From an optimization exercise on the open Yosys and OpenROAD flow, aimed at small area and a short achievable clock period; shortcuts taken in it are not production practice. Function was not checked in any run shown here: the RTL went through the layout flow alone.

File: flow/flow/run.sh
#!/bin/bash
set -euo pipefail
export BUFFER_PORTS_ARGS="-buffer_cell sky130_fd_sc_hd__buf_2"
bash standard.sh > standard_flow.log 2>&1
File: flow/standard.sh
#!/bin/bash
# synth_recipe.tcl (not shown) runs the flow's synth.tcl, then flattens the netlist and writes it again
# the make line also repeats each setting of config.mk as NAME=value (left out here)
make -C /OpenROAD-flow-scripts/flow DESIGN_CONFIG=/design/flow/config.mk WORK_HOME=/design/flow/orfs CLKGATE_MAP_FILE= SYNTH_SCRIPT=/design/flow/synth_recipe.tcl "${@:-finish}"
File: flow/config.mk
export PLATFORM = sky130hd
export DESIGN_NAME = DOUBLY_PIPELINE
export DESIGN_NICKNAME = DOUBLY_PIPELINE
export VERILOG_FILES = /design/flow/design.v
export SDC_FILE = /design/flow/constraint.sdc
export NUM_CORES = 4
export LEC_CHECK = 0
export CAP_MARGIN = 20
export CORE_MARGIN = 2
export CORE_UTILIZATION = 40
export CTS_CLUSTER_DIAMETER = 200
export CTS_CLUSTER_SIZE = 25
export SLEW_MARGIN = 20
File: flow/constraint.sdc
create_clock -name core_clock -period 22.0 [get_ports {clk}]
set_input_delay 4.4000 -clock core_clock [delete_from_list [all_inputs] [get_ports {clk}]]
set_output_delay 4.4000 -clock core_clock [all_outputs]
set_load 0.01 [all_outputs]
File: flow/design.v
module DOUBLY_PIPELINE(clk,xi,yi,r,ang,xf,yf);
input signed [15:0] xi,yi;
input clk;
output signed [15:0] r,ang;
output signed [15:0] xf,yf;
reg signed [15:0] xr, yr;
reg signed [15:0] a2,a3,a4,a5,a6,a7,a8;
reg signed [15:0] b2,b3,b4,b5,b6,b7;
reg        t2;
reg [1:0]  t3;
reg [2:0]  t4;
reg [3:0]  t5;
reg [4:0]  t6;
reg [5:0]  t7;
reg [5:0]  t8;
reg signed [15:0] x2,x3,x4,x5,x6,x7,x8;
reg signed [15:0] y2,y3,y4,y5,y6,y7,y8;
reg signed [15:0] r_q, xf_q, yf_q;
reg [13:0] ang_q;
reg svn2, svn3, svn4, svn5, svn6;         
reg dxn1, dxn2, dxn3, dxn4, dxn5, dxn6;   
wire [15:0] sc_r, sc_x, sc_y;
scale16 u_sr(.v(a8), .q(sc_r));
scale16 u_sx(.v(x8), .q(sc_x));
scale16 u_sy(.v(y8), .q(sc_y));
wire signed [15:0] a1, b1;
wire c_a1, c_b1;
add_skl16 u_a1(.a(xr), .b(yr), .cin(1'b0), .s(a1), .cout(c_a1));
add_skl16 u_b1(.a(yr), .b(~xr), .cin(1'b1), .s(b1), .cout(c_b1));
wire signed [15:0] sh_a2 = b1 >>> 1;
wire [15:0] n_a2; wire co_a2;
add_skl16 u_a2(.a(a1), .b(sh_a2 ^ {16{b1[15]}}), .cin(b1[15]), .s(n_a2), .cout(co_a2));
wire signed [15:0] sh_b2 = a1 >>> 1;
wire [15:0] n_b2; wire co_b2;
add_skl16 u_b2(.a(b1), .b(sh_b2 ^ {16{~b1[15]}}), .cin(~b1[15]), .s(n_b2), .cout(co_b2));
wire signed [15:0] sh_x2 = b1 >>> 1;
wire [15:0] n_x2; wire co_x2;
add_skl12 u_x2(.a(a1), .b(sh_x2 ^ {16{~dxn1}}), .cin(~dxn1), .s(n_x2), .cout(co_x2));
wire signed [15:0] sh_y2 = a1 >>> 1;
wire [15:0] n_y2; wire co_y2;
add_skl12 u_y2(.a(b1), .b(sh_y2 ^ {16{~t3[0]}}), .cin(~t3[0]), .s(n_y2), .cout(co_y2));
wire signed [15:0] sh_a3 = b2 >>> 2;
wire [15:0] n_a3; wire co_a3;
add_skl6 u_a3(.a(a2), .b(sh_a3 ^ {16{b2[15]}}), .cin(b2[15]), .s(n_a3), .cout(co_a3));
wire signed [15:0] sh_b3 = a2 >>> 2;
wire [15:0] n_b3; wire co_b3;
add_skl10 u_b3(.a(b2), .b(sh_b3 ^ {16{svn2}}), .cin(svn2), .s(n_b3), .cout(co_b3));
wire signed [15:0] sh_a4 = b3 >>> 3;
wire [15:0] n_a4; wire co_a4;
add_skl6 u_a4(.a(a3), .b(sh_a4 ^ {16{b3[15]}}), .cin(b3[15]), .s(n_a4), .cout(co_a4));
wire signed [15:0] sh_b4 = a3 >>> 3;
wire [15:0] n_b4; wire co_b4;
add_skl10 u_b4(.a(b3), .b(sh_b4 ^ {16{svn3}}), .cin(svn3), .s(n_b4), .cout(co_b4));
wire signed [15:0] sh_a5 = b4 >>> 4;
wire [15:0] n_a5; wire co_a5;
add_skl6 u_a5(.a(a4), .b(sh_a5 ^ {16{b4[15]}}), .cin(b4[15]), .s(n_a5), .cout(co_a5));
wire signed [15:0] sh_b5 = a4 >>> 4;
wire [15:0] n_b5; wire co_b5;
add_skl10 u_b5(.a(b4), .b(sh_b5 ^ {16{svn4}}), .cin(svn4), .s(n_b5), .cout(co_b5));
wire signed [15:0] sh_a6 = b5 >>> 5;
wire [15:0] n_a6; wire co_a6;
add_skl6 u_a6(.a(a5), .b(sh_a6 ^ {16{b5[15]}}), .cin(b5[15]), .s(n_a6), .cout(co_a6));
wire signed [15:0] sh_b6 = a5 >>> 5;
wire [15:0] n_b6; wire co_b6;
add_skl10 u_b6(.a(b5), .b(sh_b6 ^ {16{svn5}}), .cin(svn5), .s(n_b6), .cout(co_b6));
wire signed [15:0] sh_a7 = b6 >>> 6;
wire [15:0] n_a7; wire co_a7;
add_skl6 u_a7(.a(a6), .b(sh_a7 ^ {16{b6[15]}}), .cin(b6[15]), .s(n_a7), .cout(co_a7));
wire signed [15:0] sh_b7 = a6 >>> 6;
wire [15:0] n_b7; wire co_b7;
add_skl10 u_b7(.a(b6), .b(sh_b7 ^ {16{svn6}}), .cin(svn6), .s(n_b7), .cout(co_b7));
wire signed [15:0] sh_a8 = b7 >>> 7;
wire [15:0] n_a8; wire co_a8;
add_skl6 u_a8(.a(a7), .b(sh_a8 ^ {16{b7[15]}}), .cin(b7[15]), .s(n_a8), .cout(co_a8));
wire signed [15:0] sh_x3 = y2 >>> 2;
wire [15:0] n_x3; wire co_x3;
add_skl10 u_x3(.a(x2), .b(sh_x3 ^ {16{~dxn2}}), .cin(~dxn2), .s(n_x3), .cout(co_x3));
wire signed [15:0] sh_y3 = x2 >>> 2;
wire [15:0] n_y3; wire co_y3;
add_skl10 u_y3(.a(y2), .b(sh_y3 ^ {16{~t4[1]}}), .cin(~t4[1]), .s(n_y3), .cout(co_y3));
wire signed [15:0] sh_x4 = y3 >>> 3;
wire [15:0] n_x4; wire co_x4;
add_skl10 u_x4(.a(x3), .b(sh_x4 ^ {16{~dxn3}}), .cin(~dxn3), .s(n_x4), .cout(co_x4));
wire signed [15:0] sh_y4 = x3 >>> 3;
wire [15:0] n_y4; wire co_y4;
add_skl10 u_y4(.a(y3), .b(sh_y4 ^ {16{~t5[2]}}), .cin(~t5[2]), .s(n_y4), .cout(co_y4));
wire signed [15:0] sh_x5 = y4 >>> 4;
wire [15:0] n_x5; wire co_x5;
add_skl10 u_x5(.a(x4), .b(sh_x5 ^ {16{~dxn4}}), .cin(~dxn4), .s(n_x5), .cout(co_x5));
wire signed [15:0] sh_y5 = x4 >>> 4;
wire [15:0] n_y5; wire co_y5;
add_skl10 u_y5(.a(y4), .b(sh_y5 ^ {16{~t6[3]}}), .cin(~t6[3]), .s(n_y5), .cout(co_y5));
wire signed [15:0] sh_x6 = y5 >>> 5;
wire [15:0] n_x6; wire co_x6;
add_skl10 u_x6(.a(x5), .b(sh_x6 ^ {16{~dxn5}}), .cin(~dxn5), .s(n_x6), .cout(co_x6));
wire signed [15:0] sh_y6 = x5 >>> 5;
wire [15:0] n_y6; wire co_y6;
add_skl10 u_y6(.a(y5), .b(sh_y6 ^ {16{~t7[4]}}), .cin(~t7[4]), .s(n_y6), .cout(co_y6));
wire signed [15:0] sh_x7 = y6 >>> 6;
wire [15:0] n_x7; wire co_x7;
add_skl10 u_x7(.a(x6), .b(sh_x7 ^ {16{~dxn6}}), .cin(~dxn6), .s(n_x7), .cout(co_x7));
wire signed [15:0] sh_y7 = x6 >>> 6;
wire [15:0] n_y7; wire co_y7;
add_skl10 u_y7(.a(y6), .b(sh_y7 ^ {16{~t8[5]}}), .cin(~t8[5]), .s(n_y7), .cout(co_y7));
wire signed [15:0] sh_x8 = y7 >>> 7;
wire [15:0] n_x8; wire co_x8;
add_skl6 u_x8(.a(x7), .b(sh_x8 ^ {16{1'b1}}), .cin(1'b1), .s(n_x8), .cout(co_x8));
wire signed [15:0] sh_y8 = x7 >>> 7;
wire [15:0] n_y8; wire co_y8;
add_skl6 u_y8(.a(y7), .b(sh_y8 ^ {16{1'b0}}), .cin(1'b0), .s(n_y8), .cout(co_y8));
wire [13:0] ang_half = 14'd4928 - (t8[0] ? 14'd2657 : 14'd0) - (t8[1] ? 14'd1404 : 14'd0)
                     - (t8[2] ? 14'd713 : 14'd0) - (t8[3] ? 14'd358 : 14'd0)
                     - (t8[4] ? 14'd179 : 14'd0) - (t8[5] ? 14'd89 : 14'd0);
always @(posedge clk) begin
  xr <= xi;
  yr <= yi;
  a2 <= n_a2; b2 <= n_b2;
  a3 <= n_a3; b3 <= n_b3;
  a4 <= n_a4; b4 <= n_b4;
  a5 <= n_a5; b5 <= n_b5;
  a6 <= n_a6; b6 <= n_b6;
  a7 <= n_a7; b7 <= n_b7;
  a8 <= n_a8;
  t2 <= b1[15];
  t3 <= {b2[15], t2};
  t4 <= {b3[15], t3};
  t5 <= {b4[15], t4};
  t6 <= {b5[15], t5};
  t7 <= {b6[15], t6};
  t8 <= t7;
  x2 <= n_x2; y2 <= n_y2;
  x3 <= n_x3; y3 <= n_y3;
  x4 <= n_x4; y4 <= n_y4;
  x5 <= n_x5; y5 <= n_y5;
  x6 <= n_x6; y6 <= n_y6;
  x7 <= n_x7; y7 <= n_y7;
  x8 <= n_x8; y8 <= n_y8;
  r_q   <= sc_r;
  xf_q  <= sc_x;
  yf_q  <= sc_y;
  ang_q <= ang_half;
  svn2 <= ~n_b2[15];
  svn3 <= ~n_b3[15];
  svn4 <= ~n_b4[15];
  svn5 <= ~n_b5[15];
  svn6 <= ~n_b6[15];
  dxn1 <= ~t2;
  dxn2 <= ~t3[1];
  dxn3 <= ~t4[2];
  dxn4 <= ~t5[3];
  dxn5 <= ~t6[4];
  dxn6 <= ~t7[5];
end
assign r = r_q;
assign xf = xf_q;
assign yf = yf_q;
assign ang = {ang_q[13], ang_q, 1'b0};
endmodule
module add_skl10(input [15:0] a, b, input cin, output [15:0] s, output cout);
wire [15:0] p = a ^ b; wire [15:0] g = a & b;
wire gg0 = g[0] | (p[0] & cin);
wire gg1 = g[2] | (p[2] & g[1]); wire pp1 = p[2] & p[1];
wire gg2 = g[4] | (p[4] & g[3]); wire pp2 = p[4] & p[3];
wire gg3 = g[6] | (p[6] & g[5]); wire pp3 = p[6] & p[5];
wire gg4 = g[8] | (p[8] & g[7]); wire pp4 = p[8] & p[7];
wire gg5 = g[1] | (p[1] & gg0);
wire gg6 = gg1 | (pp1 & gg0);
wire gg7 = g[5] | (p[5] & gg2); wire pp7 = p[5] & pp2;
wire gg8 = gg3 | (pp3 & gg2); wire pp8 = pp3 & pp2;
wire gg9 = g[9] | (p[9] & gg4); wire pp9 = p[9] & pp4;
wire gg10 = g[3] | (p[3] & gg6);
wire gg11 = gg2 | (pp2 & gg6);
wire gg12 = gg7 | (pp7 & gg6);
wire gg13 = gg8 | (pp8 & gg6);
wire gg14 = g[7] | (p[7] & gg13);
wire gg15 = gg4 | (pp4 & gg13);
wire gg16 = gg9 | (pp9 & gg13);
assign s[0] = p[0] ^ cin;
assign s[1] = p[1] ^ gg0;
assign s[2] = p[2] ^ gg5;
assign s[3] = p[3] ^ gg6;
assign s[4] = p[4] ^ gg10;
assign s[5] = p[5] ^ gg11;
assign s[6] = p[6] ^ gg12;
assign s[7] = p[7] ^ gg13;
assign s[8] = p[8] ^ gg14;
assign s[9] = p[9] ^ gg15;
wire [16:10] c; assign c[10] = gg16;
assign s[10] = a[10]^b[10]^c[10]; assign c[11] = (a[10]&b[10]) | (c[10]&(a[10]^b[10]));
assign s[11] = a[11]^b[11]^c[11]; assign c[12] = (a[11]&b[11]) | (c[11]&(a[11]^b[11]));
assign s[12] = a[12]^b[12]^c[12]; assign c[13] = (a[12]&b[12]) | (c[12]&(a[12]^b[12]));
assign s[13] = a[13]^b[13]^c[13]; assign c[14] = (a[13]&b[13]) | (c[13]&(a[13]^b[13]));
assign s[14] = a[14]^b[14]^c[14]; assign c[15] = (a[14]&b[14]) | (c[14]&(a[14]^b[14]));
assign s[15] = a[15]^b[15]^c[15]; assign c[16] = (a[15]&b[15]) | (c[15]&(a[15]^b[15]));
assign cout = c[16];
endmodule
module add_skl12(input [15:0] a, b, input cin, output [15:0] s, output cout);
wire [15:0] p = a ^ b; wire [15:0] g = a & b;
wire gg0 = g[0] | (p[0] & cin);
wire gg1 = g[2] | (p[2] & g[1]); wire pp1 = p[2] & p[1];
wire gg2 = g[4] | (p[4] & g[3]); wire pp2 = p[4] & p[3];
wire gg3 = g[6] | (p[6] & g[5]); wire pp3 = p[6] & p[5];
wire gg4 = g[8] | (p[8] & g[7]); wire pp4 = p[8] & p[7];
wire gg5 = g[10] | (p[10] & g[9]); wire pp5 = p[10] & p[9];
wire gg6 = g[1] | (p[1] & gg0);
wire gg7 = gg1 | (pp1 & gg0);
wire gg8 = g[5] | (p[5] & gg2); wire pp8 = p[5] & pp2;
wire gg9 = gg3 | (pp3 & gg2); wire pp9 = pp3 & pp2;
wire gg10 = g[9] | (p[9] & gg4); wire pp10 = p[9] & pp4;
wire gg11 = gg5 | (pp5 & gg4); wire pp11 = pp5 & pp4;
wire gg12 = g[3] | (p[3] & gg7);
wire gg13 = gg2 | (pp2 & gg7);
wire gg14 = gg8 | (pp8 & gg7);
wire gg15 = gg9 | (pp9 & gg7);
wire gg16 = g[11] | (p[11] & gg11); wire pp16 = p[11] & pp11;
wire gg17 = g[7] | (p[7] & gg15);
wire gg18 = gg4 | (pp4 & gg15);
wire gg19 = gg10 | (pp10 & gg15);
wire gg20 = gg11 | (pp11 & gg15);
wire gg21 = gg16 | (pp16 & gg15);
assign s[0] = p[0] ^ cin;
assign s[1] = p[1] ^ gg0;
assign s[2] = p[2] ^ gg6;
assign s[3] = p[3] ^ gg7;
assign s[4] = p[4] ^ gg12;
assign s[5] = p[5] ^ gg13;
assign s[6] = p[6] ^ gg14;
assign s[7] = p[7] ^ gg15;
assign s[8] = p[8] ^ gg17;
assign s[9] = p[9] ^ gg18;
assign s[10] = p[10] ^ gg19;
assign s[11] = p[11] ^ gg20;
wire [16:12] c; assign c[12] = gg21;
assign s[12] = a[12]^b[12]^c[12]; assign c[13] = (a[12]&b[12]) | (c[12]&(a[12]^b[12]));
assign s[13] = a[13]^b[13]^c[13]; assign c[14] = (a[13]&b[13]) | (c[13]&(a[13]^b[13]));
assign s[14] = a[14]^b[14]^c[14]; assign c[15] = (a[14]&b[14]) | (c[14]&(a[14]^b[14]));
assign s[15] = a[15]^b[15]^c[15]; assign c[16] = (a[15]&b[15]) | (c[15]&(a[15]^b[15]));
assign cout = c[16];
endmodule
module add_skl16(input [15:0] a, b, input cin, output [15:0] s, output cout);
wire [15:0] p = a ^ b; wire [15:0] g = a & b;
wire gg0 = g[0] | (p[0] & cin);
wire gg1 = g[2] | (p[2] & g[1]); wire pp1 = p[2] & p[1];
wire gg2 = g[4] | (p[4] & g[3]); wire pp2 = p[4] & p[3];
wire gg3 = g[6] | (p[6] & g[5]); wire pp3 = p[6] & p[5];
wire gg4 = g[8] | (p[8] & g[7]); wire pp4 = p[8] & p[7];
wire gg5 = g[10] | (p[10] & g[9]); wire pp5 = p[10] & p[9];
wire gg6 = g[12] | (p[12] & g[11]); wire pp6 = p[12] & p[11];
wire gg7 = g[14] | (p[14] & g[13]); wire pp7 = p[14] & p[13];
wire gg8 = g[1] | (p[1] & gg0);
wire gg9 = gg1 | (pp1 & gg0);
wire gg10 = g[5] | (p[5] & gg2); wire pp10 = p[5] & pp2;
wire gg11 = gg3 | (pp3 & gg2); wire pp11 = pp3 & pp2;
wire gg12 = g[9] | (p[9] & gg4); wire pp12 = p[9] & pp4;
wire gg13 = gg5 | (pp5 & gg4); wire pp13 = pp5 & pp4;
wire gg14 = g[13] | (p[13] & gg6); wire pp14 = p[13] & pp6;
wire gg15 = gg7 | (pp7 & gg6); wire pp15 = pp7 & pp6;
wire gg16 = g[3] | (p[3] & gg9);
wire gg17 = gg2 | (pp2 & gg9);
wire gg18 = gg10 | (pp10 & gg9);
wire gg19 = gg11 | (pp11 & gg9);
wire gg20 = g[11] | (p[11] & gg13); wire pp20 = p[11] & pp13;
wire gg21 = gg6 | (pp6 & gg13); wire pp21 = pp6 & pp13;
wire gg22 = gg14 | (pp14 & gg13); wire pp22 = pp14 & pp13;
wire gg23 = gg15 | (pp15 & gg13); wire pp23 = pp15 & pp13;
wire gg24 = g[7] | (p[7] & gg19);
wire gg25 = gg4 | (pp4 & gg19);
wire gg26 = gg12 | (pp12 & gg19);
wire gg27 = gg13 | (pp13 & gg19);
wire gg28 = gg20 | (pp20 & gg19);
wire gg29 = gg21 | (pp21 & gg19);
wire gg30 = gg22 | (pp22 & gg19);
wire gg31 = gg23 | (pp23 & gg19);
wire gg32 = g[15] | (p[15] & gg31);
assign s[0] = p[0] ^ cin;
assign s[1] = p[1] ^ gg0;
assign s[2] = p[2] ^ gg8;
assign s[3] = p[3] ^ gg9;
assign s[4] = p[4] ^ gg16;
assign s[5] = p[5] ^ gg17;
assign s[6] = p[6] ^ gg18;
assign s[7] = p[7] ^ gg19;
assign s[8] = p[8] ^ gg24;
assign s[9] = p[9] ^ gg25;
assign s[10] = p[10] ^ gg26;
assign s[11] = p[11] ^ gg27;
assign s[12] = p[12] ^ gg28;
assign s[13] = p[13] ^ gg29;
assign s[14] = p[14] ^ gg30;
assign s[15] = p[15] ^ gg31;
assign cout = gg32;
endmodule
module add_skl6(input [15:0] a, b, input cin, output [15:0] s, output cout);
wire [15:0] p = a ^ b; wire [15:0] g = a & b;
wire gg0 = g[0] | (p[0] & cin);
wire gg1 = g[2] | (p[2] & g[1]); wire pp1 = p[2] & p[1];
wire gg2 = g[4] | (p[4] & g[3]); wire pp2 = p[4] & p[3];
wire gg3 = g[1] | (p[1] & gg0);
wire gg4 = gg1 | (pp1 & gg0);
wire gg5 = g[5] | (p[5] & gg2); wire pp5 = p[5] & pp2;
wire gg6 = g[3] | (p[3] & gg4);
wire gg7 = gg2 | (pp2 & gg4);
wire gg8 = gg5 | (pp5 & gg4);
assign s[0] = p[0] ^ cin;
assign s[1] = p[1] ^ gg0;
assign s[2] = p[2] ^ gg3;
assign s[3] = p[3] ^ gg4;
assign s[4] = p[4] ^ gg6;
assign s[5] = p[5] ^ gg7;
wire [16:6] c; assign c[6] = gg8;
assign s[6] = a[6]^b[6]^c[6]; assign c[7] = (a[6]&b[6]) | (c[6]&(a[6]^b[6]));
assign s[7] = a[7]^b[7]^c[7]; assign c[8] = (a[7]&b[7]) | (c[7]&(a[7]^b[7]));
assign s[8] = a[8]^b[8]^c[8]; assign c[9] = (a[8]&b[8]) | (c[8]&(a[8]^b[8]));
assign s[9] = a[9]^b[9]^c[9]; assign c[10] = (a[9]&b[9]) | (c[9]&(a[9]^b[9]));
assign s[10] = a[10]^b[10]^c[10]; assign c[11] = (a[10]&b[10]) | (c[10]&(a[10]^b[10]));
assign s[11] = a[11]^b[11]^c[11]; assign c[12] = (a[11]&b[11]) | (c[11]&(a[11]^b[11]));
assign s[12] = a[12]^b[12]^c[12]; assign c[13] = (a[12]&b[12]) | (c[12]&(a[12]^b[12]));
assign s[13] = a[13]^b[13]^c[13]; assign c[14] = (a[13]&b[13]) | (c[13]&(a[13]^b[13]));
assign s[14] = a[14]^b[14]^c[14]; assign c[15] = (a[14]&b[14]) | (c[14]&(a[14]^b[14]));
assign s[15] = a[15]^b[15]^c[15]; assign c[16] = (a[15]&b[15]) | (c[15]&(a[15]^b[15]));
assign cout = c[16];
endmodule
module scale16(input [15:0] v, output [15:0] q);
wire [15:0] nv = ~v;
wire fs0 = v[13] ^ v[7]; wire fc0 = v[13] & v[7];
wire fs1 = v[14] ^ v[8] ^ v[5]; wire fc1 = (v[14] & v[8]) | (v[14] & v[5]) | (v[8] & v[5]);
wire fs2 = nv[12] ^ nv[10]; wire fc2 = nv[12] & nv[10];
wire fs3 = v[9] ^ v[6] ^ nv[15]; wire fc3 = (v[9] & v[6]) | (v[9] & nv[15]) | (v[6] & nv[15]);
wire fs4 = v[13] ^ v[11] ^ v[3]; wire fc4 = (v[13] & v[11]) | (v[13] & v[3]) | (v[11] & v[3]);
wire fs5 = v[10] ^ v[7] ^ nv[14]; wire fc5 = (v[10] & v[7]) | (v[10] & nv[14]) | (v[7] & nv[14]);
wire fs6 = nv[12] ^ nv[4]; wire fc6 = nv[12] & nv[4];
wire fs7 = v[15] ^ v[11] ^ v[8]; wire fc7 = (v[15] & v[11]) | (v[15] & v[8]) | (v[11] & v[8]);
wire fs8 = v[13] ^ v[5] ^ v[3]; wire fc8 = (v[13] & v[5]) | (v[13] & v[3]) | (v[5] & v[3]);
wire fs9 = v[12] ^ v[9] ^ nv[14]; wire fc9 = (v[12] & v[9]) | (v[12] & nv[14]) | (v[9] & nv[14]);
wire fs10 = nv[6] ^ nv[4]; wire fc10 = nv[6] & nv[4];
wire fs11 = v[15] ^ v[13] ^ v[10]; wire fc11 = (v[15] & v[13]) | (v[15] & v[10]) | (v[13] & v[10]);
wire fs12 = v[14] ^ v[11] ^ v[0]; wire fc12 = (v[14] & v[11]) | (v[14] & v[0]) | (v[11] & v[0]);
wire fs13 = v[12] ^ v[1]; wire fc13 = v[12] & v[1];
wire fs14 = v[13] ^ v[2] ^ v[0]; wire fc14 = (v[13] & v[2]) | (v[13] & v[0]) | (v[2] & v[0]);
wire fs15 = v[14] ^ v[3] ^ v[1]; wire fc15 = (v[14] & v[3]) | (v[14] & v[1]) | (v[3] & v[1]);
wire fs16 = v[15] ^ nv[11]; wire fc16 = v[15] & nv[11];
wire fs17 = v[4] ^ v[2] ^ nv[15]; wire fc17 = (v[4] & v[2]) | (v[4] & nv[15]) | (v[2] & nv[15]);
wire fs18 = v[5] ^ v[3]; wire fc18 = v[5] & v[3];
wire fs19 = v[6] ^ v[4]; wire fc19 = v[6] & v[4];
wire fs20 = v[11] ^ v[5] ^ v[2]; wire fc20 = (v[11] & v[5]) | (v[11] & v[2]) | (v[5] & v[2]);
wire fs21 = v[12] ^ v[6] ^ v[3]; wire fc21 = (v[12] & v[6]) | (v[12] & v[3]) | (v[6] & v[3]);
wire fs22 = nv[10] ^ nv[8]; wire fc22 = nv[10] & nv[8];
wire fs23 = fs0 ^ v[4] ^ nv[11]; wire fc23 = (fs0 & v[4]) | (fs0 & nv[11]) | (v[4] & nv[11]);
wire fs24 = v[9] ^ v[1] ^ v[15]; wire fc24 = (v[9] & v[1]) | (v[9] & v[15]) | (v[1] & v[15]);
wire fs25 = fc0 ^ fs1 ^ fs2; wire fc25 = (fc0 & fs1) | (fc0 & fs2) | (fs1 & fs2);
wire fs26 = v[2] ^ v[0] ^ ~1'b1; wire fc26 = (v[2] & v[0]) | (v[2] & ~1'b1) | (v[0] & ~1'b1);
wire fs27 = fc1 ^ fc2 ^ fs3; wire fc27 = (fc1 & fc2) | (fc1 & fs3) | (fc2 & fs3);
wire fs28 = fs4 ^ v[1] ^ ~1'b1; wire fc28 = (fs4 & v[1]) | (fs4 & ~1'b1) | (v[1] & ~1'b1);
wire fs29 = fc3 ^ fs5 ^ fs6; wire fc29 = (fc3 & fs5) | (fc3 & fs6) | (fs5 & fs6);
wire fs30 = fc4 ^ v[2] ^ ~1'b1; wire fc30 = (fc4 & v[2]) | (fc4 & ~1'b1) | (v[2] & ~1'b1);
wire fs31 = fc5 ^ fc6 ^ fs7; wire fc31 = (fc5 & fc6) | (fc5 & fs7) | (fc6 & fs7);
wire fs32 = fs8 ^ v[0] ^ ~1'b1; wire fc32 = (fs8 & v[0]) | (fs8 & ~1'b1) | (v[0] & ~1'b1);
wire fs33 = fc7 ^ fs9 ^ fs10; wire fc33 = (fc7 & fs9) | (fc7 & fs10) | (fs9 & fs10);
wire fs34 = fc8 ^ v[1] ^ ~1'b1; wire fc34 = (fc8 & v[1]) | (fc8 & ~1'b1) | (v[1] & ~1'b1);
wire fs35 = fc9 ^ fc10 ^ fs11; wire fc35 = (fc9 & fc10) | (fc9 & fs11) | (fc10 & fs11);
wire fs36 = v[7] ^ v[5] ^ v[2]; wire fc36 = (v[7] & v[5]) | (v[7] & v[2]) | (v[5] & v[2]);
wire fs37 = fc11 ^ fs12 ^ nv[8]; wire fc37 = (fc11 & fs12) | (fc11 & nv[8]) | (fs12 & nv[8]);
wire fs38 = v[6] ^ v[3] ^ ~1'b1; wire fc38 = (v[6] & v[3]) | (v[6] & ~1'b1) | (v[3] & ~1'b1);
wire fs39 = fc12 ^ fs13 ^ nv[15]; wire fc39 = (fc12 & fs13) | (fc12 & nv[15]) | (fs13 & nv[15]);
wire fs40 = v[9] ^ v[7] ^ v[4]; wire fc40 = (v[9] & v[7]) | (v[9] & v[4]) | (v[7] & v[4]);
wire fs41 = fc13 ^ fs14 ^ nv[10]; wire fc41 = (fc13 & fs14) | (fc13 & nv[10]) | (fs14 & nv[10]);
wire fs42 = v[8] ^ v[5] ^ ~1'b1; wire fc42 = (v[8] & v[5]) | (v[8] & ~1'b1) | (v[5] & ~1'b1);
wire fs43 = fc14 ^ fs15 ^ fs16; wire fc43 = (fc14 & fs15) | (fc14 & fs16) | (fs15 & fs16);
wire fs44 = v[9] ^ v[6] ^ ~1'b1; wire fc44 = (v[9] & v[6]) | (v[9] & ~1'b1) | (v[6] & ~1'b1);
wire fs45 = fc15 ^ fc16 ^ fs17; wire fc45 = (fc15 & fc16) | (fc15 & fs17) | (fc16 & fs17);
wire fs46 = v[12] ^ v[10] ^ v[7]; wire fc46 = (v[12] & v[10]) | (v[12] & v[7]) | (v[10] & v[7]);
wire fs47 = fc17 ^ fs18 ^ nv[13]; wire fc47 = (fc17 & fs18) | (fc17 & nv[13]) | (fs18 & nv[13]);
wire fs48 = v[11] ^ v[8] ^ ~1'b1; wire fc48 = (v[11] & v[8]) | (v[11] & ~1'b1) | (v[8] & ~1'b1);
wire fs49 = fc18 ^ fs19 ^ nv[14]; wire fc49 = (fc18 & fs19) | (fc18 & nv[14]) | (fs19 & nv[14]);
wire fs50 = v[12] ^ v[9] ^ ~1'b1; wire fc50 = (v[12] & v[9]) | (v[12] & ~1'b1) | (v[9] & ~1'b1);
wire fs51 = fc19 ^ v[15] ^ v[7]; wire fc51 = (fc19 & v[15]) | (fc19 & v[7]) | (v[15] & v[7]);
wire fs52 = nv[5] ^ v[13] ^ v[10]; wire fc52 = (nv[5] & v[13]) | (nv[5] & v[10]) | (v[13] & v[10]);
wire fs53 = v[8] ^ v[6] ^ nv[14]; wire fc53 = (v[8] & v[6]) | (v[8] & nv[14]) | (v[6] & nv[14]);
wire fs54 = nv[11] ^ 1'b1; wire fc54 = nv[11] & 1'b1;
wire fs55 = v[15] ^ v[9] ^ v[7]; wire fc55 = (v[15] & v[9]) | (v[15] & v[7]) | (v[9] & v[7]);
wire fs56 = v[10] ^ v[8]; wire fc56 = v[10] & v[8];
wire fs57 = v[11] ^ v[9]; wire fc57 = v[11] & v[9];
wire fs58 = fs20 ^ nv[9]; wire fc58 = fs20 & nv[9];
wire fs59 = fc20 ^ fs21 ^ fs22; wire fc59 = (fc20 & fs21) | (fc20 & fs22) | (fs21 & fs22);
wire fs60 = fc21 ^ fc22 ^ fs23; wire fc60 = (fc21 & fc22) | (fc21 & fs23) | (fc22 & fs23);
wire fs61 = fc23 ^ fs25 ^ ~fc24; wire fc61 = (fc23 & fs25) | (fc23 & ~fc24) | (fs25 & ~fc24);
wire fs62 = fc25 ^ fs27 ^ ~fc26; wire fc62 = (fc25 & fs27) | (fc25 & ~fc26) | (fs27 & ~fc26);
wire fs63 = fc27 ^ fs29 ^ ~fc28; wire fc63 = (fc27 & fs29) | (fc27 & ~fc28) | (fs29 & ~fc28);
wire fs64 = fc29 ^ fs31 ^ ~fc30; wire fc64 = (fc29 & fs31) | (fc29 & ~fc30) | (fs31 & ~fc30);
wire fs65 = fc31 ^ fs33 ^ ~fc32; wire fc65 = (fc31 & fs33) | (fc31 & ~fc32) | (fs33 & ~fc32);
wire fs66 = fc33 ^ fs35 ^ ~fc34; wire fc66 = (fc33 & fs35) | (fc33 & ~fc34) | (fs35 & ~fc34);
wire fs67 = fc35 ^ fs37 ^ ~fc36; wire fc67 = (fc35 & fs37) | (fc35 & ~fc36) | (fs37 & ~fc36);
wire fs68 = fc37 ^ fs39 ^ ~fc38; wire fc68 = (fc37 & fs39) | (fc37 & ~fc38) | (fs39 & ~fc38);
wire fs69 = fc39 ^ fs41 ^ ~fc40; wire fc69 = (fc39 & fs41) | (fc39 & ~fc40) | (fs41 & ~fc40);
wire fs70 = fc41 ^ fs43 ^ ~fc42; wire fc70 = (fc41 & fs43) | (fc41 & ~fc42) | (fs43 & ~fc42);
wire fs71 = fc43 ^ fs45 ^ ~fc44; wire fc71 = (fc43 & fs45) | (fc43 & ~fc44) | (fs45 & ~fc44);
wire fs72 = fc45 ^ fs47 ^ ~fc46; wire fc72 = (fc45 & fs47) | (fc45 & ~fc46) | (fs47 & ~fc46);
wire fs73 = fc47 ^ fs49 ^ ~fc48; wire fc73 = (fc47 & fs49) | (fc47 & ~fc48) | (fs49 & ~fc48);
wire fs74 = fc49 ^ fs51 ^ ~fc50; wire fc74 = (fc49 & fs51) | (fc49 & ~fc50) | (fs51 & ~fc50);
wire fs75 = fc51 ^ fs53 ^ fs54; wire fc75 = (fc51 & fs53) | (fc51 & fs54) | (fs53 & fs54);
wire fs76 = fc53 ^ fc54 ^ fs55; wire fc76 = (fc53 & fc54) | (fc53 & fs55) | (fc54 & fs55);
wire fs77 = fc55 ^ fs56 ^ nv[13]; wire fc77 = (fc55 & fs56) | (fc55 & nv[13]) | (fs56 & nv[13]);
wire fs78 = fc56 ^ fs57 ^ nv[14]; wire fc78 = (fc56 & fs57) | (fc56 & nv[14]) | (fs57 & nv[14]);
wire fs79 = fc57 ^ v[15] ^ v[12]; wire fc79 = (fc57 & v[15]) | (fc57 & v[12]) | (v[15] & v[12]);
wire fs80 = v[13] ^ v[11]; wire fc80 = v[13] & v[11];
wire fs81 = v[14] ^ v[12]; wire fc81 = v[14] & v[12];
wire fs82 = fs58 ^ nv[7]; wire fc82 = fs58 & nv[7];
wire fs83 = fc58 ^ fs59 ^ nv[0]; wire fc83 = (fc58 & fs59) | (fc58 & nv[0]) | (fs59 & nv[0]);
wire fs84 = fc59 ^ fs60 ^ ~fs24; wire fc84 = (fc59 & fs60) | (fc59 & ~fs24) | (fs60 & ~fs24);
wire fs85 = fc60 ^ fs61 ^ ~fs26; wire fc85 = (fc60 & fs61) | (fc60 & ~fs26) | (fs61 & ~fs26);
wire fs86 = fc61 ^ fs62 ^ ~fs28; wire fc86 = (fc61 & fs62) | (fc61 & ~fs28) | (fs62 & ~fs28);
wire fs87 = fc62 ^ fs63 ^ ~fs30; wire fc87 = (fc62 & fs63) | (fc62 & ~fs30) | (fs63 & ~fs30);
wire fs88 = fc63 ^ fs64 ^ ~fs32; wire fc88 = (fc63 & fs64) | (fc63 & ~fs32) | (fs64 & ~fs32);
wire fs89 = fc64 ^ fs65 ^ ~fs34; wire fc89 = (fc64 & fs65) | (fc64 & ~fs34) | (fs65 & ~fs34);
wire fs90 = fc65 ^ fs66 ^ ~fs36; wire fc90 = (fc65 & fs66) | (fc65 & ~fs36) | (fs66 & ~fs36);
wire fs91 = fc66 ^ fs67 ^ ~fs38; wire fc91 = (fc66 & fs67) | (fc66 & ~fs38) | (fs67 & ~fs38);
wire fs92 = fc67 ^ fs68 ^ ~fs40; wire fc92 = (fc67 & fs68) | (fc67 & ~fs40) | (fs68 & ~fs40);
wire fs93 = fc68 ^ fs69 ^ ~fs42; wire fc93 = (fc68 & fs69) | (fc68 & ~fs42) | (fs69 & ~fs42);
wire fs94 = fc69 ^ fs70 ^ ~fs44; wire fc94 = (fc69 & fs70) | (fc69 & ~fs44) | (fs70 & ~fs44);
wire fs95 = fc70 ^ fs71 ^ ~fs46; wire fc95 = (fc70 & fs71) | (fc70 & ~fs46) | (fs71 & ~fs46);
wire fs96 = fc71 ^ fs72 ^ ~fs48; wire fc96 = (fc71 & fs72) | (fc71 & ~fs48) | (fs72 & ~fs48);
wire fs97 = fc72 ^ fs73 ^ ~fs50; wire fc97 = (fc72 & fs73) | (fc72 & ~fs50) | (fs73 & ~fs50);
wire fs98 = fc73 ^ fs74 ^ ~fs52; wire fc98 = (fc73 & fs74) | (fc73 & ~fs52) | (fs74 & ~fs52);
wire fs99 = fc74 ^ fs75 ^ ~fc52; wire fc99 = (fc74 & fs75) | (fc74 & ~fc52) | (fs75 & ~fc52);
wire fs100 = fc75 ^ fs76 ^ nv[12]; wire fc100 = (fc75 & fs76) | (fc75 & nv[12]) | (fs76 & nv[12]);
wire fs101 = fc76 ^ fs77 ^ 1'b1; wire fc101 = (fc76 & fs77) | (fc76 & 1'b1) | (fs77 & 1'b1);
wire fs102 = fc77 ^ fs78 ^ 1'b1; wire fc102 = (fc77 & fs78) | (fc77 & 1'b1) | (fs78 & 1'b1);
wire fs103 = fc78 ^ fs79 ^ v[10]; wire fc103 = (fc78 & fs79) | (fc78 & v[10]) | (fs79 & v[10]);
wire fs104 = fc79 ^ fs80 ^ 1'b1; wire fc104 = (fc79 & fs80) | (fc79 & 1'b1) | (fs80 & 1'b1);
wire fs105 = fc80 ^ fs81 ^ 1'b1; wire fc105 = (fc80 & fs81) | (fc80 & 1'b1) | (fs81 & 1'b1);
wire fs106 = fc81 ^ v[13] ^ nv[15]; wire fc106 = (fc81 & v[13]) | (fc81 & nv[15]) | (v[13] & nv[15]);
wire fs107 = v[14] ^ 1'b1; wire fc107 = v[14] & 1'b1;
wire [27:0] ra = {1'b1, fc107, fc106, fc105, fc104, fc103, fc102, fc101, fc100, fc99, fc98, fc97, fc96, fc95, fc94, fc93, fc92, fc91, fc90, fc89, fc88, fc87, fc86, fc85, fc84, fc83, fc82, fs82};
wire [27:0] rb = {1'b0, nv[15], fs107, fs106, fs105, fs104, fs103, fs102, fs101, fs100, fs99, fs98, fs97, fs96, fs95, fs94, fs93, fs92, fs91, fs90, fs89, fs88, fs87, fs86, fs85, fs84, fs83, 1'b1};
wire [27:0] rs; wire rco;
scale16_fin u_fin(.a(ra), .b(rb), .cin(1'b0), .s(rs), .cout(rco));
assign q = rs[27:12];
endmodule
module scale16_fin(input [27:0] a, b, input cin, output [27:0] s, output cout);
wire [27:0] p = a ^ b; wire [27:0] g = a & b;
wire gg0 = g[0] | (p[0] & cin);
wire gg1 = g[2] | (p[2] & g[1]); wire pp1 = p[2] & p[1];
wire gg2 = g[4] | (p[4] & g[3]); wire pp2 = p[4] & p[3];
wire gg3 = g[6] | (p[6] & g[5]); wire pp3 = p[6] & p[5];
wire gg4 = g[8] | (p[8] & g[7]); wire pp4 = p[8] & p[7];
wire gg5 = g[10] | (p[10] & g[9]); wire pp5 = p[10] & p[9];
wire gg6 = g[12] | (p[12] & g[11]); wire pp6 = p[12] & p[11];
wire gg7 = g[14] | (p[14] & g[13]); wire pp7 = p[14] & p[13];
wire gg8 = g[16] | (p[16] & g[15]); wire pp8 = p[16] & p[15];
wire gg9 = g[18] | (p[18] & g[17]); wire pp9 = p[18] & p[17];
wire gg10 = g[20] | (p[20] & g[19]); wire pp10 = p[20] & p[19];
wire gg11 = g[22] | (p[22] & g[21]); wire pp11 = p[22] & p[21];
wire gg12 = g[24] | (p[24] & g[23]); wire pp12 = p[24] & p[23];
wire gg13 = g[26] | (p[26] & g[25]); wire pp13 = p[26] & p[25];
wire gg14 = g[1] | (p[1] & gg0);
wire gg15 = gg1 | (pp1 & gg0);
wire gg16 = g[5] | (p[5] & gg2); wire pp16 = p[5] & pp2;
wire gg17 = gg3 | (pp3 & gg2); wire pp17 = pp3 & pp2;
wire gg18 = g[9] | (p[9] & gg4); wire pp18 = p[9] & pp4;
wire gg19 = gg5 | (pp5 & gg4); wire pp19 = pp5 & pp4;
wire gg20 = g[13] | (p[13] & gg6); wire pp20 = p[13] & pp6;
wire gg21 = gg7 | (pp7 & gg6); wire pp21 = pp7 & pp6;
wire gg22 = g[17] | (p[17] & gg8); wire pp22 = p[17] & pp8;
wire gg23 = gg9 | (pp9 & gg8); wire pp23 = pp9 & pp8;
wire gg24 = g[21] | (p[21] & gg10); wire pp24 = p[21] & pp10;
wire gg25 = gg11 | (pp11 & gg10); wire pp25 = pp11 & pp10;
wire gg26 = g[25] | (p[25] & gg12); wire pp26 = p[25] & pp12;
wire gg27 = gg13 | (pp13 & gg12); wire pp27 = pp13 & pp12;
wire gg28 = g[3] | (p[3] & gg15);
wire gg29 = gg2 | (pp2 & gg15);
wire gg30 = gg16 | (pp16 & gg15);
wire gg31 = gg17 | (pp17 & gg15);
wire gg32 = g[11] | (p[11] & gg19); wire pp32 = p[11] & pp19;
wire gg33 = gg6 | (pp6 & gg19); wire pp33 = pp6 & pp19;
wire gg34 = gg20 | (pp20 & gg19); wire pp34 = pp20 & pp19;
wire gg35 = gg21 | (pp21 & gg19); wire pp35 = pp21 & pp19;
wire gg36 = g[19] | (p[19] & gg23); wire pp36 = p[19] & pp23;
wire gg37 = gg10 | (pp10 & gg23); wire pp37 = pp10 & pp23;
wire gg38 = gg24 | (pp24 & gg23); wire pp38 = pp24 & pp23;
wire gg39 = gg25 | (pp25 & gg23); wire pp39 = pp25 & pp23;
wire gg40 = g[27] | (p[27] & gg27); wire pp40 = p[27] & pp27;
wire gg41 = g[7] | (p[7] & gg31);
wire gg42 = gg4 | (pp4 & gg31);
wire gg43 = gg18 | (pp18 & gg31);
wire gg44 = gg19 | (pp19 & gg31);
wire gg45 = gg32 | (pp32 & gg31);
wire gg46 = gg33 | (pp33 & gg31);
wire gg47 = gg34 | (pp34 & gg31);
wire gg48 = gg35 | (pp35 & gg31);
wire gg49 = g[23] | (p[23] & gg39); wire pp49 = p[23] & pp39;
wire gg50 = gg12 | (pp12 & gg39); wire pp50 = pp12 & pp39;
wire gg51 = gg26 | (pp26 & gg39); wire pp51 = pp26 & pp39;
wire gg52 = gg27 | (pp27 & gg39); wire pp52 = pp27 & pp39;
wire gg53 = gg40 | (pp40 & gg39); wire pp53 = pp40 & pp39;
wire gg54 = g[15] | (p[15] & gg48);
wire gg55 = gg8 | (pp8 & gg48);
wire gg56 = gg22 | (pp22 & gg48);
wire gg57 = gg23 | (pp23 & gg48);
wire gg58 = gg36 | (pp36 & gg48);
wire gg59 = gg37 | (pp37 & gg48);
wire gg60 = gg38 | (pp38 & gg48);
wire gg61 = gg39 | (pp39 & gg48);
wire gg62 = gg49 | (pp49 & gg48);
wire gg63 = gg50 | (pp50 & gg48);
wire gg64 = gg51 | (pp51 & gg48);
wire gg65 = gg52 | (pp52 & gg48);
wire gg66 = gg53 | (pp53 & gg48);
assign s[0] = p[0] ^ cin;
assign s[1] = p[1] ^ gg0;
assign s[2] = p[2] ^ gg14;
assign s[3] = p[3] ^ gg15;
assign s[4] = p[4] ^ gg28;
assign s[5] = p[5] ^ gg29;
assign s[6] = p[6] ^ gg30;
assign s[7] = p[7] ^ gg31;
assign s[8] = p[8] ^ gg41;
assign s[9] = p[9] ^ gg42;
assign s[10] = p[10] ^ gg43;
assign s[11] = p[11] ^ gg44;
assign s[12] = p[12] ^ gg45;
assign s[13] = p[13] ^ gg46;
assign s[14] = p[14] ^ gg47;
assign s[15] = p[15] ^ gg48;
assign s[16] = p[16] ^ gg54;
assign s[17] = p[17] ^ gg55;
assign s[18] = p[18] ^ gg56;
assign s[19] = p[19] ^ gg57;
assign s[20] = p[20] ^ gg58;
assign s[21] = p[21] ^ gg59;
assign s[22] = p[22] ^ gg60;
assign s[23] = p[23] ^ gg61;
assign s[24] = p[24] ^ gg62;
assign s[25] = p[25] ^ gg63;
assign s[26] = p[26] ^ gg64;
assign s[27] = p[27] ^ gg65;
assign cout = gg66;
endmodule
==> impl_metrics.yaml, run 1 <==
status:
  status: "timing/DRC/antenna clean"
placement:
  place_area_sq_um: 40390
  dp_hpwl_mm: 56.60
  port_buffers: 95
  gp_congestion: 0.8642
yosys:
  synthAdderAreaFrac_pct: 39.17
  synth_edf_count: 0
  synth_nets: 4583
  muxShareOfSynthArea_pct: 0.3739
  synth_compound_area_share_pct: 6.373
  ys.flop_type: "dfxtp_1"
  syn_area_per_cell_sq_um: 10.65
  netlist_area_sq_um: 38480
  synth.area.top_cells: "dfxtp_1, fa_1, ha_1"
  yosys.area.top_type: "dfxtp_1"
  ys_ff_latch: 557
  synth_top_area_share_pct: 28.98
  synth_top_family_by_area: "adder cells"
  syn_inst: 3613
  synth-seq-area-share_pct: 28.98
  synthArstFlopShare_pct: 0
  synth_simple_gate_area_share_pct: 3.148
  yosys_warnings: 1
  yosysUniqueCellTypes: 75
  synth_xor_area_share_pct: 12.81
route:
  ant_nets: 0
  drtIter0Drc: 569
  drc: 0
  vias: 21500
  routed_wl_mm: 65.92
  wire_per_inst_um: 13.28
  via_per_inst: 4.330
  dr.pass1.iters: 4
critical_path:
  crit_fanout: 9
  crit_family: "adder cells"
  required_ps: 22510
  crit_arrival_ps: 6190
  end_kind: "flop"
  crit_chain: "inv_1, fa_1, fa_1, fa_1, inv_1, fa_1, ha_1, o21ai_1, a211oi_1, and2_1, a221oi_1, o41ai_1, a21oi_1, nor2b_1, o21ai_1, nand4b_1, and3b_1"
  r2r_slack_ps: 16320
  path_class: "flop to flop"
  critPathBufInv: 2
  crit_top_cell: "fa_1"
  slowest_stage: "o41ai_1"
  critPathMaxStageDelay_ps: 690
  worst_setup_path_start_kind: "flop"
sta:
  finClkSkew_ps: 18.72
  fin_crit_sh_pct: 25.81
  hold_viol_final: 0
  tightest_slew_ps: 903.8
  slew_headroom_pct: 39.66
  tns_ps: 0
  final-max-slew-violation-count: 0
  rsz0062_at_grt: "no"
  setup_viol: 0
  period_minus_slack_ps: 5678
  fmax_mhz: 176.1
cts:
  clock_latency_ps: 610
  cts-resized-gates: 0
  cts_setup_buffers: 0
  holdBufCountCts: 0
  numCtsBuffers: 26
  h-tree-depth: 1
  cts_tree: "yes"
  cts_root_buffer: "clkbuf_16"
  clkSlewWorstSetupHoldPaths_ps: 110
  cts_sinks: 557
  clockBufferDepth: 3
cells_and_area:
  areaGrowthSynthToFinish_pct: 6.744
  diodes: 0
  final_nets: 4668
  layout-drive-gt1-share_pct: 4.569
  fin_area_sq_um: 41070
floorplanning:
  dieArea_sq_um: 98700
  std_cell_rows: 113
  die_x_um: 314.2
  die_h_um: 314.2
  core_sq_um: 95150
  io_pins: 97
  start_util_pct: 40.44
global_route:
  antenna_found_initial: 0
  grt_pass1_wl_mm: 113.4
  grt_max_degree: 26
  grt-ovfl-total: 0
  grt_usage_pct: 13.97
  first_global_vias: 23230
hold_path:
  hold_path.class: "flop to flop"
run:
  drv_cap: 0
## per-stage QoR
stage / setup slack, ps / hold slack (ps) / utilization (%) / std cells
3_3_place_gp: 16320 / 313.0 / 42.44 / 4935
5_1_grt: 15840 / 345.7 / 43.17 / 4964
3_5_place_dp: 16290 / 313.5 / 42.44 / 4935
2_1_floorplan: 16570 / 309.6 / - / 3613
4_1_cts: 16280 / 334.3 / 43.17 / 4964
6_report: 16320 / 335.1 / 43.17 / 4964
## layout make-up
type,instances,area [sq um]
Fill cell,9114,54080
Inverter,888,3333
Tap cell,1265,1583
Clock inverter,3,38.79
Sequential cell,557,11150
Clock buffer,26,650.6
Multi-Input combinational cell,2126,23810
Timing Repair Buffer,99,505.5
## cells by family after synthesis
kind of cell,Yosys count
flip-flops,557
other,1
adder cells (fa/ha/maj),937
buffers and inverters,930
multiplexers,13
XOR/XNOR,559
AND/OR/NAND/NOR,242
AO/OA/AOI/OAI,374
## metal layers
metal / global-route usage (%) / routed length (um) / part of all wire (%) / vias up
met5: 0 / 0 / 0 / -
met3: 1.370 / 1300 / 2.0 / 74
met2: 25.69 / 33080 / 50 / 189
li1: - / - / - / 11130
met4: 3.219 / 1578 / 2.4 / 0
met1: 17.56 / 29960 / 45 / 10100
## final timing paths
| kind | start | end | cells after the start |
|---|---|---|---|
| worst max register to register | a8[15] | r_q[15] | 17 |
| worst max-delay path | a8[15] | r_q[15] | 17 |
| worst min-delay path | t2 | t3[0] | 0 |
| worst min register to register | t2 | t3[0] | 0 |
## cell usage in the layout, fill, tap and decap left out, drive strengths merged, types with 46 or more instances in the layout
master and count:
a21o 79, a21oi 139, nor2 75, o21ai 47, fa 446, nand2 46
dfxtp 557, xnor2 338, inv 890, ha 491, xor2 221, buf 99
## cell usage after synthesis, types with 2 or more instances
master / count
a21oi_1: 137
inv_1: 885
o21ai_0: 35
o2111ai_1: 2
nand2_1: 46
mux2i_1: 2
a211o_1: 2
xnor2_1: 335
nor3_1: 20
a21oi_2: 2
o21bai_1: 40
dfxtp_1: 557
and4_1: 2
or3_1: 5
o211a_1: 2
o21ba_2: 2
nor3_2: 2
inv_2: 3
mux2_2: 11
buf_4: 3
and2_1: 5
a21boi_0: 3
a31oi_1: 12
o21ai_1: 11
nand4_1: 6
clkbuf_1: 12
a2111oi_2: 2
buf_2: 11
buf_1: 16
ha_1: 491
o211ai_1: 3
fa_1: 446
nor3b_1: 5
a21o_1: 79
and3_1: 4
nor2b_1: 20
a211oi_1: 6
xnor2_2: 2
nand3_1: 15
o21a_1: 12
nor2_1: 75
xor2_1: 221
or2_2: 3
o31ai_1: 2
nand2b_1: 28
==> inputs of run 2 (changes only) <==
--- a/flow/design.v
+++ b/flow/design.v
@@ -22,5 +22,6 @@
 wire [15:0] sc_r, sc_x, sc_y;
-scale16 u_sr(.v(a8), .q(sc_r));
-scale16 u_sx(.v(x8), .q(sc_x));
-scale16 u_sy(.v(y8), .q(sc_y));
+reg a8sn, x8sn, y8sn;
+scale16 u_sr(.v(a8), .vn15(a8sn), .q(sc_r));
+scale16 u_sx(.v(x8), .vn15(x8sn), .q(sc_x));
+scale16 u_sy(.v(y8), .vn15(y8sn), .q(sc_y));
 wire signed [15:0] a1, b1;
@@ -37,9 +38,9 @@
 wire [15:0] n_x2; wire co_x2;
-add_skl12 u_x2(.a(a1), .b(sh_x2 ^ {16{~dxn1}}), .cin(~dxn1), .s(n_x2), .cout(co_x2));
+add_skl16 u_x2(.a(a1), .b(sh_x2 ^ {16{~dxn1}}), .cin(~dxn1), .s(n_x2), .cout(co_x2));
 wire signed [15:0] sh_y2 = a1 >>> 1;
 wire [15:0] n_y2; wire co_y2;
-add_skl12 u_y2(.a(b1), .b(sh_y2 ^ {16{~t3[0]}}), .cin(~t3[0]), .s(n_y2), .cout(co_y2));
+add_skl16 u_y2(.a(b1), .b(sh_y2 ^ {16{~t3[0]}}), .cin(~t3[0]), .s(n_y2), .cout(co_y2));
 wire signed [15:0] sh_a3 = b2 >>> 2;
 wire [15:0] n_a3; wire co_a3;
-add_skl6 u_a3(.a(a2), .b(sh_a3 ^ {16{b2[15]}}), .cin(b2[15]), .s(n_a3), .cout(co_a3));
+add_skl10 u_a3(.a(a2), .b(sh_a3 ^ {16{b2[15]}}), .cin(b2[15]), .s(n_a3), .cout(co_a3));
 wire signed [15:0] sh_b3 = a2 >>> 2;
@@ -137,2 +138,3 @@
   x8 <= n_x8; y8 <= n_y8;
+  a8sn <= ~n_a8[15]; x8sn <= ~n_x8[15]; y8sn <= ~n_y8[15];
   r_q   <= sc_r;
@@ -196,45 +198,2 @@
 endmodule
-module add_skl12(input [15:0] a, b, input cin, output [15:0] s, output cout);
-wire [15:0] p = a ^ b; wire [15:0] g = a & b;
-wire gg0 = g[0] | (p[0] & cin);
-wire gg1 = g[2] | (p[2] & g[1]); wire pp1 = p[2] & p[1];
-wire gg2 = g[4] | (p[4] & g[3]); wire pp2 = p[4] & p[3];
-wire gg3 = g[6] | (p[6] & g[5]); wire pp3 = p[6] & p[5];
-wire gg4 = g[8] | (p[8] & g[7]); wire pp4 = p[8] & p[7];
-wire gg5 = g[10] | (p[10] & g[9]); wire pp5 = p[10] & p[9];
-wire gg6 = g[1] | (p[1] & gg0);
-wire gg7 = gg1 | (pp1 & gg0);
-wire gg8 = g[5] | (p[5] & gg2); wire pp8 = p[5] & pp2;
-wire gg9 = gg3 | (pp3 & gg2); wire pp9 = pp3 & pp2;
-wire gg10 = g[9] | (p[9] & gg4); wire pp10 = p[9] & pp4;
-wire gg11 = gg5 | (pp5 & gg4); wire pp11 = pp5 & pp4;
-wire gg12 = g[3] | (p[3] & gg7);
-wire gg13 = gg2 | (pp2 & gg7);
-wire gg14 = gg8 | (pp8 & gg7);
-wire gg15 = gg9 | (pp9 & gg7);
-wire gg16 = g[11] | (p[11] & gg11); wire pp16 = p[11] & pp11;
-wire gg17 = g[7] | (p[7] & gg15);
-wire gg18 = gg4 | (pp4 & gg15);
-wire gg19 = gg10 | (pp10 & gg15);
-wire gg20 = gg11 | (pp11 & gg15);
-wire gg21 = gg16 | (pp16 & gg15);
-assign s[0] = p[0] ^ cin;
-assign s[1] = p[1] ^ gg0;
-assign s[2] = p[2] ^ gg6;
-assign s[3] = p[3] ^ gg7;
-assign s[4] = p[4] ^ gg12;
-assign s[5] = p[5] ^ gg13;
-assign s[6] = p[6] ^ gg14;
-assign s[7] = p[7] ^ gg15;
-assign s[8] = p[8] ^ gg17;
-assign s[9] = p[9] ^ gg18;
-assign s[10] = p[10] ^ gg19;
-assign s[11] = p[11] ^ gg20;
-wire [16:12] c; assign c[12] = gg21;
-assign s[12] = a[12]^b[12]^c[12]; assign c[13] = (a[12]&b[12]) | (c[12]&(a[12]^b[12]));
-assign s[13] = a[13]^b[13]^c[13]; assign c[14] = (a[13]&b[13]) | (c[13]&(a[13]^b[13]));
-assign s[14] = a[14]^b[14]^c[14]; assign c[15] = (a[14]&b[14]) | (c[14]&(a[14]^b[14]));
-assign s[15] = a[15]^b[15]^c[15]; assign c[16] = (a[15]&b[15]) | (c[15]&(a[15]^b[15]));
-assign cout = c[16];
-endmodule
 module add_skl16(input [15:0] a, b, input cin, output [15:0] s, output cout);
@@ -322,4 +281,4 @@
 endmodule
-module scale16(input [15:0] v, output [15:0] q);
-wire [15:0] nv = ~v;
+module scale16(input [15:0] v, input vn15, output [15:0] q);
+wire [15:0] nv = {vn15, ~v[14:0]};
 wire fs0 = v[13] ^ v[7]; wire fc0 = v[13] & v[7];
==> run 2 against run 1 <==
Effect of this change:
- still clean on timing, DRC and antenna
- flip-flop and latch count up 3
- final cell count grew 1.6%
- global-route usage up 0.19 points
- register-to-register slack worse by 270 ps
- sequential share of layout area down 0.14 points
- clock-buffer cell count rose by 1
- setup slack got worse by 270 ps
- via count is 2.2% higher
- critical endpoint is now r_q[14]
==> impl_metrics.yaml, run 2 <==
status:
  status: "timing/DRC/antenna clean"
route:
  routed_wl_mm: 67.25
  vias: 21970
  dr.pass1.iters: 5
  drc: 0
  drtIter0Drc: 617
  via_per_inst: 4.358
  wire_per_inst_um: 13.34
  ant_nets: 0
critical_path:
  worst_setup_path_start_kind: "flop"
  end_kind: "flop"
  required_ps: 22510
  path_class: "flop to flop"
  crit_fanout: 7
  crit_arrival_ps: 6450
yosys:
  netlist_area_sq_um: 38870
  yosys_warnings: 1
  ys_ff_latch: 560
  synth_most_common_cell: "inv_1"
  synth.area.top_cells: "dfxtp_1, fa_1, ha_1"
  synth_common_cells: "inv_1, dfxtp_1, ha_1"
  synth_edf_count: 0
  yosysUniqueCellTypes: 80
  synth-seq-area-share_pct: 28.84
  ys.flop_type: "dfxtp_1"
  synth_top_area_share_pct: 28.84
  syn_inst: 3677
  synthArstFlopShare_pct: 0
  synth_nets: 4648
  yosys.area.top_type: "dfxtp_1"
  syn_area_per_cell_sq_um: 10.57
global_route:
  grt_max_degree: 26
  first_global_vias: 23600
  antenna_found_initial: 0
  grt_usage_pct: 14.16
  grt-ovfl-total: 0
  grt_pass1_wl_mm: 116.1
floorplanning:
  dieArea_sq_um: 99690
  die_h_um: 315.7
  core_sq_um: 96570
  die_x_um: 315.7
  start_util_pct: 40.25
  std_cell_rows: 114
  io_pins: 97
placement:
  dp_hpwl_mm: 57.44
  gp_congestion: 0.8623
  port_buffers: 95
  dp_cells: 5014
cts:
  cts_tree: "yes"
  cts-resized-gates: 0
  cts_setup_buffers: 0
  cts_sinks: 560
  h-tree-depth: 1
  holdBufCountCts: 0
  cts_root_buffer: "clkbuf_16"
  clkSlewWorstSetupHoldPaths_ps: 110
  clockBufferDepth: 3
  clock_latency_ps: 600
  numCtsBuffers: 26
sta:
  period_minus_slack_ps: 5948
  fmax_mhz: 168.1
  setup_viol: 0
  fin_crit_sh_pct: 27.04
  hold_viol_final: 0
  finClkSkew_ps: 25.81
  tightest_slew_ps: 930.2
  rsz0062_at_grt: "no"
  final-max-slew-violation-count: 0
  tns_ps: 0
  slew_headroom_pct: 37.54
cells_and_area:
  mostFrequentLayoutCells: "inv_1, dfxtp_1, ha_1"
  mostFrequentLayoutCell: "inv_1"
  final_util_pct: 42.99
  fillers: 9341
  stdcell_count: 5042
  final_nets: 4737
  areaGrowthSynthToFinish_pct: 6.795
  layout-drive-gt1-share_pct: 4.434
  diodes: 0
hold_path:
  hold_path.class: "flop to flop"
run:
  drv_cap: 0
-- run 2: cell count changes after synthesis, moves of 5 or more --
cell     previous run  this run
xnor2_1           335       326
ha_1              491       501
fa_1              446       437
buf_2              11         6
xor2_1            221       233
nand2_1            46        56
o21ai_1            11         2
or3_1               5        10
o21ai_0            35        52
a21oi_1           137       147
a31oi_1            12        20
a21o_1             79        66
-- run 2: worst paths after layout --
path                            start      end  slack, ps  cells after the start
worst max-delay path            a8[9]  r_q[14]      16050                     19
worst min-delay path            t4[0]    t5[0]        320                      0
worst max register to register  a8[9]  r_q[14]      16050                     19
worst min register to register  t4[0]    t5[0]        320                      0
-- run 2: layout make-up --
type                            count  area (sq um)  share of cell area [%]
Tap cell                         1276          1597                   3.846
Inverter                          886          3326                   8.012
Multi-Input combinational cell   2189         24150                   58.18
Clock inverter                      1         16.27                 0.03918
Sequential cell                   560         11210                   27.01
Clock buffer                       27         675.6                   1.628
Timing Repair Buffer              103         535.5                   1.290
-- run 2: metal layers --
metal | vias to the layer above | global-route usage [%] | routed length, um
li1 | 11430 | - | -
met1 | 10290 | 18.27 | 31020
met2 | 199 | 25.87 | 33450
met3 | 58 | 1.384 | 1616
met4 | 0 | 2.542 | 1172
met5 | - | 0 | 0
-- run 2: cell families after synthesis --
| logic type | count (synthesis) | synth area share [%] |
|---|---|---|
| other cells | 1 | 0.009648 |
| mux | 15 | 0.4217 |
| simple gates | 268 | 3.454 |
| buf+inv | 928 | 9.055 |
| flops | 560 | 28.84 |
| xor+xnor | 562 | 12.75 |
| compound gates | 405 | 6.831 |
| fa+ha+maj | 938 | 38.63 |
-- run 2: stage by stage --
stage / hold WS (ps) / instance area (sq um) / worst slack [ps]
floorplan: 309.6 / 38870 / 16780
global placement: 311.7 / 40820 / 16160
detailed placement: 312.1 / 40820 / 16040
CTS: 316.1 / 41510 / 16030
global route: 324.5 / 41510 / 15750
finish: 321.4 / 41510 / 16050
-- run 2: worst max-delay path, cell delays in order, from the launching register on --
cell and delay [ps]:
dfxtp_1 560, inv_1 180, fa_1 550, inv_1 70, fa_1 530, inv_1 50
fa_1 500, fa_1 520, inv_1 40, ha_1 300, a21o_1 180, a21o_1 180
a221oi_1 380, o21bai_1 210, nor4b_1 210, o31ai_1 530, o2111ai_1 290, or3_1 410
a21oi_1 140, a21oi_1 50

what the ideal ports hide:
How much do the figures lean on ideal ports? The routed layouts below were timed once more, with nothing changed but the port constraints.
Step 1 assumes that a clkbuf_16 drives the clock port and a buf_2 every other input.
Step 2, shift: input delay + t, output delay - t, t = (earliest + latest rising clock arrival at the registers) / 2. This alone moves slack from input paths to output paths.
Three values: ideal ports, drivers, drivers and shift; two values: the first two.
| run | t, ns | setup WS [ns] | worst hold slack (ns) | worst setup path at the end | latest minus earliest clock arrival (ns) |
|---|---|---|---|---|---|
| run 1 | 0.675 | 16.322 / 16.322 / 16.322 | 0.335 / 0.335 / 0.335 | register to register | 0.024 / 0.025 |
| run 2 | 0.657 | 16.052 / 16.052 / 16.052 | 0.321 / 0.321 / 0.321 | register to register | 0.026 / 0.027 |
After both steps setup and hold are still met in every run listed.
